From an optimization exercise on the open Yosys and OpenROAD flow, aimed at small area; shortcuts taken in it are not production practice.
Where RTL was checked, it was by simulation tests only, not by an equivalence proof against the original.
Power and IR drop assume default switching activity.

==> run a: inputs <==
==> flow/design.v <==
module axi_peripheral_top #(
    parameter integer C_S_AXI_DATA_WIDTH = 32,
    parameter integer C_S_AXI_ADDR_WIDTH = 32,
    parameter integer CLK_FREQ_HZ        = 100_000_000,
    parameter integer NUM_LEDS           = 8
) (
input  wire                                  S_AXI_ACLK,
input  wire                                  S_AXI_ARESETN,
input  wire [C_S_AXI_ADDR_WIDTH-1:0]        S_AXI_AWADDR,
input  wire [2:0]                            S_AXI_AWPROT,
input  wire                                  S_AXI_AWVALID,
output wire                                  S_AXI_AWREADY,
input  wire [C_S_AXI_DATA_WIDTH-1:0]        S_AXI_WDATA,
input  wire [(C_S_AXI_DATA_WIDTH/8)-1:0]    S_AXI_WSTRB,
input  wire                                  S_AXI_WVALID,
output wire                                  S_AXI_WREADY,
output wire [1:0]                            S_AXI_BRESP,
output wire                                  S_AXI_BVALID,
input  wire                                  S_AXI_BREADY,
input  wire [C_S_AXI_ADDR_WIDTH-1:0]        S_AXI_ARADDR,
input  wire [2:0]                            S_AXI_ARPROT,
input  wire                                  S_AXI_ARVALID,
output wire                                  S_AXI_ARREADY,
output wire [C_S_AXI_DATA_WIDTH-1:0]        S_AXI_RDATA,
output wire [1:0]                            S_AXI_RRESP,
output wire                                  S_AXI_RVALID,
input  wire                                  S_AXI_RREADY,
output wire [NUM_LEDS-1:0]                   leds,
output wire [6:0]                            seg_cathode,
output wire [3:0]                            seg_anode,
output wire                                  irq_out,
input  wire                                  ext_irq_in
);
wire rstn = S_AXI_ARESETN;
reg [1:0] ws;
reg       awr, wwr;
wire      w_resp = ws[0] & ws[1];
wire      cap_aw = ~ws[0] & S_AXI_AWVALID;
wire      cap_w  = ~ws[1] & S_AXI_WVALID;
wire      we     = w_resp & (awr | wwr);
always @(posedge S_AXI_ACLK) begin
    if (!rstn) begin
        ws  <= 2'b00;
        awr <= 1'b0;
        wwr <= 1'b0;
    end else begin
        if (w_resp) begin
            ws <= {2{~S_AXI_BREADY}};
        end else begin
            ws <= {ws[1] | S_AXI_WVALID, ws[0] | S_AXI_AWVALID};
        end
        awr <= cap_aw;
        wwr <= cap_w;
    end
end
wire       aw_hit = ~|{S_AXI_AWADDR[31:5], S_AXI_AWADDR[1:0]};
reg  [2:0] wcode;
reg [15:0] wdat;
reg  [1:0] wstb;
always @(posedge S_AXI_ACLK) begin
    if (!ws[0]) wcode <= aw_hit ? S_AXI_AWADDR[4:2] : 3'b111;
    if (!ws[1]) begin
        wdat <= S_AXI_WDATA[15:0];
        wstb <= S_AXI_WSTRB[1:0];
    end
end
wire sel_led = (wcode == 3'd0);
wire sel_seg = (wcode == 3'd1);
wire sel_en  = (wcode == 3'd2);
wire sel_clr = (wcode == 3'd4);
reg  [7:0] leds_r;      
reg        led_wr;      
reg [15:0] seg;
reg        irq_en;
reg        irq_st;
wire       irq_set;
wire led_we  = we & sel_led & wstb[0];
wire seg_we0 = we & sel_seg & wstb[0];
wire seg_we1 = we & sel_seg & wstb[1];
wire en_we   = we & sel_en  & wstb[0];
wire clr     = we & sel_clr & wstb[0] & wdat[0];
wire  [1:0] sw_ld  = {rstn & seg_we1, rstn & seg_we0};
wire  [1:0] sw_hd  = {rstn & ~seg_we1, rstn & ~seg_we0};
wire [15:0] seg_n  = ({{8{sw_ld[1]}}, {8{sw_ld[0]}}} & wdat) | ({{8{sw_hd[1]}}, {8{sw_hd[0]}}} & seg);
wire        en_n   = rstn & (en_we ? wdat[0] : irq_en);
wire        st_n   = rstn & ~clr & (irq_st | irq_set);
wire        lw_ld  = rstn & led_wr;
wire        lw_hd  = rstn & ~led_wr;
wire  [7:0] leds_n = ({8{lw_ld}} & wdat[7:0]) | ({8{lw_hd}} & leds_r);
always @(posedge S_AXI_ACLK) begin
    leds_r <= leds_n;
    led_wr <= rstn & led_we;
    seg    <= seg_n;
    irq_en <= en_n;
    irq_st <= st_n;
end
assign leds    = leds_r;
assign irq_out = irq_st & irq_en;
reg  [1:0] rs;
reg [15:0] rdat;
always @(posedge S_AXI_ACLK) begin
    if (!rstn) begin
        rs <= 2'b00;
    end else begin
        rs[0] <= ~rs[1] & (rs[0] | S_AXI_ARVALID);
        rs[1] <= rs[0] | (rs[1] & ~S_AXI_RREADY);
    end
end
wire ar_hit = ~|{S_AXI_ARADDR[31:5], S_AXI_ARADDR[1:0]};
reg [2:0] rcode;
always @(posedge S_AXI_ACLK) begin
    if (rs == 2'b00) rcode <= ar_hit ? {1'b0, S_AXI_ARADDR[3:2]} | {S_AXI_ARADDR[4], 2'b00} : 3'b100;
end
wire r_led = (rcode == 3'd0);
wire r_seg = (rcode == 3'd1);
wire r_en  = (rcode == 3'd2);
wire r_st  = (rcode == 3'd3);
wire rs_idle = ~rs[1];                  
wire rs_w2   = rs[1] & rs[0];
wire e_seg   = rs_idle & r_seg;
wire e_led   = ~(rs[1] & ~rs[0]) & r_led;
wire e_hold  = rs[1] & ~(rs_w2 & r_led);
wire e_en    = rs_idle & r_en;
wire e_st    = rs_idle & r_st;
always @(posedge S_AXI_ACLK) begin
    rdat[15:8] <= ({8{e_seg}} & seg[15:8]) | ({8{rs[1]}} & rdat[15:8]);
    rdat[7:1]  <= ({7{e_seg}} & seg[7:1]) | ({7{e_led}} & leds_r[7:1]) | ({7{e_hold}} & rdat[7:1]);
    rdat[0]    <= (e_seg & seg[0]) | (e_led & leds_r[0]) | (e_en & irq_en) | (e_st & irq_st) | (e_hold & rdat[0]);
end
assign S_AXI_AWREADY = awr;
assign S_AXI_WREADY  = wwr;
assign S_AXI_BVALID  = w_resp;
assign S_AXI_BRESP   = 2'b00;
assign S_AXI_ARREADY = rs[0] & ~rs[1];
assign S_AXI_RVALID  = rs[1] & ~rs[0];
assign S_AXI_RDATA   = {16'h0000, rdat};
assign S_AXI_RRESP   = 2'b00;
reg [14:0] sc;
reg  [1:0] dsel;   
wire       sc_end = ((sc & 15'h7fcf) == (15'h2d68 & 15'h7fcf));
always @(posedge S_AXI_ACLK) begin
    if (!rstn || sc_end) sc <= 15'h0000;
    else                 sc <= {~sc[13:0], ~(sc[14] ^ sc[13])};
    if (!rstn)       dsel <= 2'b00;
    else if (sc_end) dsel <= {dsel[0], ~dsel[1]};
end
reg [3:0] nib;
always @(*) begin
    case (dsel)
        2'b00: nib = seg[3:0];
        2'b01: nib = seg[7:4];
        2'b11: nib = seg[11:8];
        default: nib = seg[15:12];
    endcase
end
wire [111:0] hex7 = {7'b0001110, 7'b0000110, 7'b0100001, 7'b1000110, 7'b0000011, 7'b0001000, 7'b0010000, 7'b0000000, 7'b1111000, 7'b0000010, 7'b0010010, 7'b0011001, 7'b0110000, 7'b0100100, 7'b1111001, 7'b1000000};
assign seg_cathode = hex7[nib*7 +: 7];
assign seg_anode   = {~(dsel[1] & ~dsel[0]), ~(dsel[1] & dsel[0]), ~(~dsel[1] & dsel[0]), ~(~dsel[1] & ~dsel[0])};
reg        sy1, sy2, stab;
reg [16:0] dc;
reg  [1:0] tm;    
wire       diff  = sy2 ^ stab;
wire       dc_end = ((dc & 17'h1beff) == (17'h067b2 & 17'h1beff));
wire       acc   = diff & dc_end;
always @(posedge S_AXI_ACLK) begin
    if (!rstn) begin
        sy1  <= 1'b0;
        sy2  <= 1'b0;
        stab <= 1'b0;
        tm   <= 2'b00;
    end else begin
        sy1  <= ext_irq_in;
        sy2  <= sy1;
        stab <= stab ^ acc;
        tm[0] <= ~tm[1] & (tm[0] | (acc & sy2));
        tm[1] <= tm[0];
    end
    if (!diff || dc_end) dc <= 17'h00000;
    else                          dc <= {~dc[15:0], ~(dc[16] ^ dc[13])};
end
assign irq_set = tm[1] & ~tm[0];
endmodule
==> flow/flow/run.sh <==
#!/bin/bash
# The standard ORFS layout (the standard.sh, unchanged synthesis), with
# two layout choices: the port buffers that placement inserts on every input
# and output are the smallest buffer (buf_1) instead of the default choice,
# and clock tree synthesis uses clkbuf_8 only and inserts no dummy loads.
set -euo pipefail
export BUFFER_PORTS_ARGS="-buffer_cell sky130_fd_sc_hd__buf_1"
export CTS_ARGS="-sink_clustering_enable -repair_clock_nets -buf_list sky130_fd_sc_hd__clkbuf_8 -dont_use_dummy_load"
bash standard.sh > standard_flow.log 2>&1
==> flow/standard.sh <==
#!/bin/bash
# synth_recipe.tcl (not shown) runs the flow's synth.tcl, then flattens the netlist and writes it again
# the make line also repeats each setting of config.mk as NAME=value (left out here)
make -C /OpenROAD-flow-scripts/flow DESIGN_CONFIG=/design/flow/config.mk WORK_HOME=/design/flow/orfs CLKGATE_MAP_FILE= SYNTH_SCRIPT=/design/flow/synth_recipe.tcl "${@:-finish}"
==> flow/config.mk <==
export PLATFORM = sky130hd
export DESIGN_NAME = axi_peripheral_top
export DESIGN_NICKNAME = axi_peripheral_top
export VERILOG_FILES = /design/flow/design.v
export SDC_FILE = /design/flow/constraint.sdc
export NUM_CORES = 4
export LEC_CHECK = 0
export CAP_MARGIN = 20
export CORE_MARGIN = 2
export CORE_UTILIZATION = 40
export SLEW_MARGIN = 20
==> flow/constraint.sdc <==
create_clock -name core_clock -period 10.0 [get_ports {S_AXI_ACLK}]
set_input_delay 2.0000 -clock core_clock [delete_from_list [all_inputs] [get_ports {S_AXI_ACLK}]]
set_output_delay 2.0000 -clock core_clock [all_outputs]
set_load 0.01 [all_outputs]
==> run b: changes against run a <==
--- a/flow/design.v
+++ b/flow/design.v
@@ -80,18 +80,22 @@
 wire en_we   = we & sel_en  & wstb[0];
 wire clr     = we & sel_clr & wstb[0] & wdat[0];
-wire  [1:0] sw_ld  = {rstn & seg_we1, rstn & seg_we0};
-wire  [1:0] sw_hd  = {rstn & ~seg_we1, rstn & ~seg_we0};
-wire [15:0] seg_n  = ({{8{sw_ld[1]}}, {8{sw_ld[0]}}} & wdat) | ({{8{sw_hd[1]}}, {8{sw_hd[0]}}} & seg);
-wire        en_n   = rstn & (en_we ? wdat[0] : irq_en);
-wire        st_n   = rstn & ~clr & (irq_st | irq_set);
-wire        lw_ld  = rstn & led_wr;
-wire        lw_hd  = rstn & ~led_wr;
-wire  [7:0] leds_n = ({8{lw_ld}} & wdat[7:0]) | ({8{lw_hd}} & leds_r);
+wire [15:0] seg_n  = {seg_we1 ? wdat[15:8] : seg[15:8], seg_we0 ? wdat[7:0] : seg[7:0]};
+wire        en_n   = en_we ? wdat[0] : irq_en;
+wire        st_n   = ~clr & (irq_st | irq_set);
+wire  [7:0] led_n  = (led_wr | led_we) ? wdat[7:0] : leds_r;
 always @(posedge S_AXI_ACLK) begin
-    leds_r <= leds_n;
-    led_wr <= rstn & led_we;
-    seg    <= seg_n;
-    irq_en <= en_n;
-    irq_st <= st_n;
+    if (!rstn) begin
+        leds_r <= 8'h00;
+        led_wr <= 1'b0;
+        seg    <= 16'h0000;
+        irq_en <= 1'b0;
+        irq_st <= 1'b0;
+    end else begin
+        if (led_wr) leds_r <= wdat[7:0];
+        led_wr <= led_we;
+        seg    <= seg_n;
+        irq_en <= en_n;
+        irq_st <= st_n;
+    end
 end
 assign leds    = leds_r;
@@ -108,23 +112,14 @@
 end
 wire ar_hit = ~|{S_AXI_ARADDR[31:5], S_AXI_ARADDR[1:0]};
-reg [2:0] rcode;
+wire r_led  = ar_hit & (S_AXI_ARADDR[4:2] == 3'd0);
+wire r_seg  = ar_hit & (S_AXI_ARADDR[4:2] == 3'd1);
+wire r_en   = ar_hit & (S_AXI_ARADDR[4:2] == 3'd2);
+wire r_st   = ar_hit & (S_AXI_ARADDR[4:2] == 3'd3);
 always @(posedge S_AXI_ACLK) begin
-    if (rs == 2'b00) rcode <= ar_hit ? {1'b0, S_AXI_ARADDR[3:2]} | {S_AXI_ARADDR[4], 2'b00} : 3'b100;
-end
-wire r_led = (rcode == 3'd0);
-wire r_seg = (rcode == 3'd1);
-wire r_en  = (rcode == 3'd2);
-wire r_st  = (rcode == 3'd3);
-wire rs_idle = ~rs[1];                  
-wire rs_w2   = rs[1] & rs[0];
-wire e_seg   = rs_idle & r_seg;
-wire e_led   = ~(rs[1] & ~rs[0]) & r_led;
-wire e_hold  = rs[1] & ~(rs_w2 & r_led);
-wire e_en    = rs_idle & r_en;
-wire e_st    = rs_idle & r_st;
-always @(posedge S_AXI_ACLK) begin
-    rdat[15:8] <= ({8{e_seg}} & seg[15:8]) | ({8{rs[1]}} & rdat[15:8]);
-    rdat[7:1]  <= ({7{e_seg}} & seg[7:1]) | ({7{e_led}} & leds_r[7:1]) | ({7{e_hold}} & rdat[7:1]);
-    rdat[0]    <= (e_seg & seg[0]) | (e_led & leds_r[0]) | (e_en & irq_en) | (e_st & irq_st) | (e_hold & rdat[0]);
+    if (rs == 2'b00) begin
+        rdat[15:8] <= r_seg ? seg_n[15:8] : 8'h00;
+        rdat[7:1]  <= r_led ? led_n[7:1] : r_seg ? seg_n[7:1] : 7'h00;
+        rdat[0]    <= (r_led & led_n[0]) | (r_seg & seg_n[0]) | (r_en & en_n) | (r_st & st_n);
+    end
 end
 assign S_AXI_AWREADY = awr;
@@ -137,29 +132,47 @@
 assign S_AXI_RRESP   = 2'b00;
 reg [14:0] sc;
-reg  [1:0] dsel;   
-wire       sc_end = ((sc & 15'h7fcf) == (15'h2d68 & 15'h7fcf));
+reg  [1:0] dsel;
+wire       sc_end = (sc == 15'h0846);
 always @(posedge S_AXI_ACLK) begin
-    if (!rstn || sc_end) sc <= 15'h0000;
-    else                 sc <= {~sc[13:0], ~(sc[14] ^ sc[13])};
+    if (!rstn || sc_end) sc <= 15'h7fff;
+    else                 sc <= {sc[13:0], sc[14] ^ sc[13]};
     if (!rstn)       dsel <= 2'b00;
-    else if (sc_end) dsel <= {dsel[0], ~dsel[1]};
+    else if (sc_end) dsel <= dsel + 2'b01;
 end
 reg [3:0] nib;
+reg [6:0] cat;
 always @(*) begin
     case (dsel)
-        2'b00: nib = seg[3:0];
-        2'b01: nib = seg[7:4];
-        2'b11: nib = seg[11:8];
+        2'd0: nib = seg[3:0];
+        2'd1: nib = seg[7:4];
+        2'd2: nib = seg[11:8];
         default: nib = seg[15:12];
     endcase
+    case (nib)
+        4'h0: cat = 7'b1000000;
+        4'h1: cat = 7'b1111001;
+        4'h2: cat = 7'b0100100;
+        4'h3: cat = 7'b0110000;
+        4'h4: cat = 7'b0011001;
+        4'h5: cat = 7'b0010010;
+        4'h6: cat = 7'b0000010;
+        4'h7: cat = 7'b1111000;
+        4'h8: cat = 7'b0000000;
+        4'h9: cat = 7'b0010000;
+        4'hA: cat = 7'b0001000;
+        4'hB: cat = 7'b0000011;
+        4'hC: cat = 7'b1000110;
+        4'hD: cat = 7'b0100001;
+        4'hE: cat = 7'b0000110;
+        default: cat = 7'b0001110;
+    endcase
 end
-wire [111:0] hex7 = {7'b0001110, 7'b0000110, 7'b0100001, 7'b1000110, 7'b0000011, 7'b0001000, 7'b0010000, 7'b0000000, 7'b1111000, 7'b0000010, 7'b0010010, 7'b0011001, 7'b0110000, 7'b0100100, 7'b1111001, 7'b1000000};
-assign seg_cathode = hex7[nib*7 +: 7];
-assign seg_anode   = {~(dsel[1] & ~dsel[0]), ~(dsel[1] & dsel[0]), ~(~dsel[1] & dsel[0]), ~(~dsel[1] & ~dsel[0])};
+assign seg_cathode = cat;
+assign seg_anode   = ~(4'b0001 << dsel);
 reg        sy1, sy2, stab;
 reg [16:0] dc;
 reg  [1:0] tm;    
 wire       diff  = sy2 ^ stab;
-wire       dc_end = ((dc & 17'h1beff) == (17'h067b2 & 17'h1beff));
+wire       dc_end = (dc == 17'h15728);
 wire       acc   = diff & dc_end;
 always @(posedge S_AXI_ACLK) begin
@@ -176,6 +189,6 @@
         tm[1] <= tm[0];
     end
-    if (!diff || dc_end) dc <= 17'h00000;
-    else                          dc <= {~dc[15:0], ~(dc[16] ^ dc[13])};
+    if (!rstn || !diff || dc_end) dc <= 17'h1ffff;
+    else                          dc <= {dc[15:0], dc[16] ^ dc[13]};
 end
 assign irq_set = tm[1] & ~tm[0];
==> flow/run.sh (new file) <==
#!/bin/bash
# synth_recipe.tcl (not shown) runs the flow's synth.tcl, then flattens the netlist and writes it again
# the make line also repeats each setting of config.mk as NAME=value (left out here)
make -C /OpenROAD-flow-scripts/flow DESIGN_CONFIG=/design/flow/config.mk WORK_HOME=/design/flow/orfs CLKGATE_MAP_FILE= SYNTH_SCRIPT=/design/flow/synth_recipe.tcl finish
removed: flow/flow/run.sh
removed: flow/standard.sh
==> qor.yml <==
outcome:
  status: "timing/DRC/antenna clean"
grt:
  grt_util_all_layers_pct: 15.3
die:
  die_h_um: 107
final_layout:
  fin_area_um2: 4920
clock_network:
  clock_latency_ns: 0.37
placement:
  routabilityCongestion: 0.797
pwr:
  pwr-share-seq_pct: 66.5
sta:
  worst_hold_slack_ns: 0.391
Source of the figures above: run a

==> qor.yml <==
placement:
  routabilityCongestion: 0.761
die:
  die_h_um: 112
sta:
  worst_hold_slack_ns: 0.402
worst_setup_path:
  required_ns: 8.00
  startpoint: "dsel[0]$_SDFFE_PN0P_"
clock_network:
  numCtsBuffers: 9
routing:
  dr.pass1.iters: 4
  wl_per_cell_um: 14.7
final_layout:
  clkbuf_count: 12
  fin_area_um2: 6280
pwr:
  p_int_uw: 720
  powerSeq_uw: 482
  pwr-share-seq_pct: 52.7
outcome:
  status: "timing/DRC/antenna clean"
grt:
  met3_usage_pct: 4.63
  grt_util_all_layers_pct: 16.5
Source of the figures above: run b

Function not checked in run b: the RTL went through the layout flow alone.

==> port drivers added, routing unchanged <==
In the flow no input, the clock included, has a driving cell. The finished layouts below were timed again as built, in two steps.
Step 1 sets driving cells, clkbuf_16 on the clock port and buf_2 on the other inputs (assumed; they add their load-dependent delay and slew).
Step 2 times the ports against the registers' clock, not the clock port: input delays grow and output delays shrink by t, the midpoint of the rising clock arrivals with the driver on.
Three values: no drivers, after step 1, after step 2; two values: the first two.
run	t, ns	slack for setup (ns)	latest minus earliest clock arrival (ns)
run a	0.386	5.474 / 5.443 / 5.829	0.037 / 0.036
run b	0.373	4.920 / 4.885 / 5.259	0.008 / 0.007
After both steps every run listed still meets setup and hold.
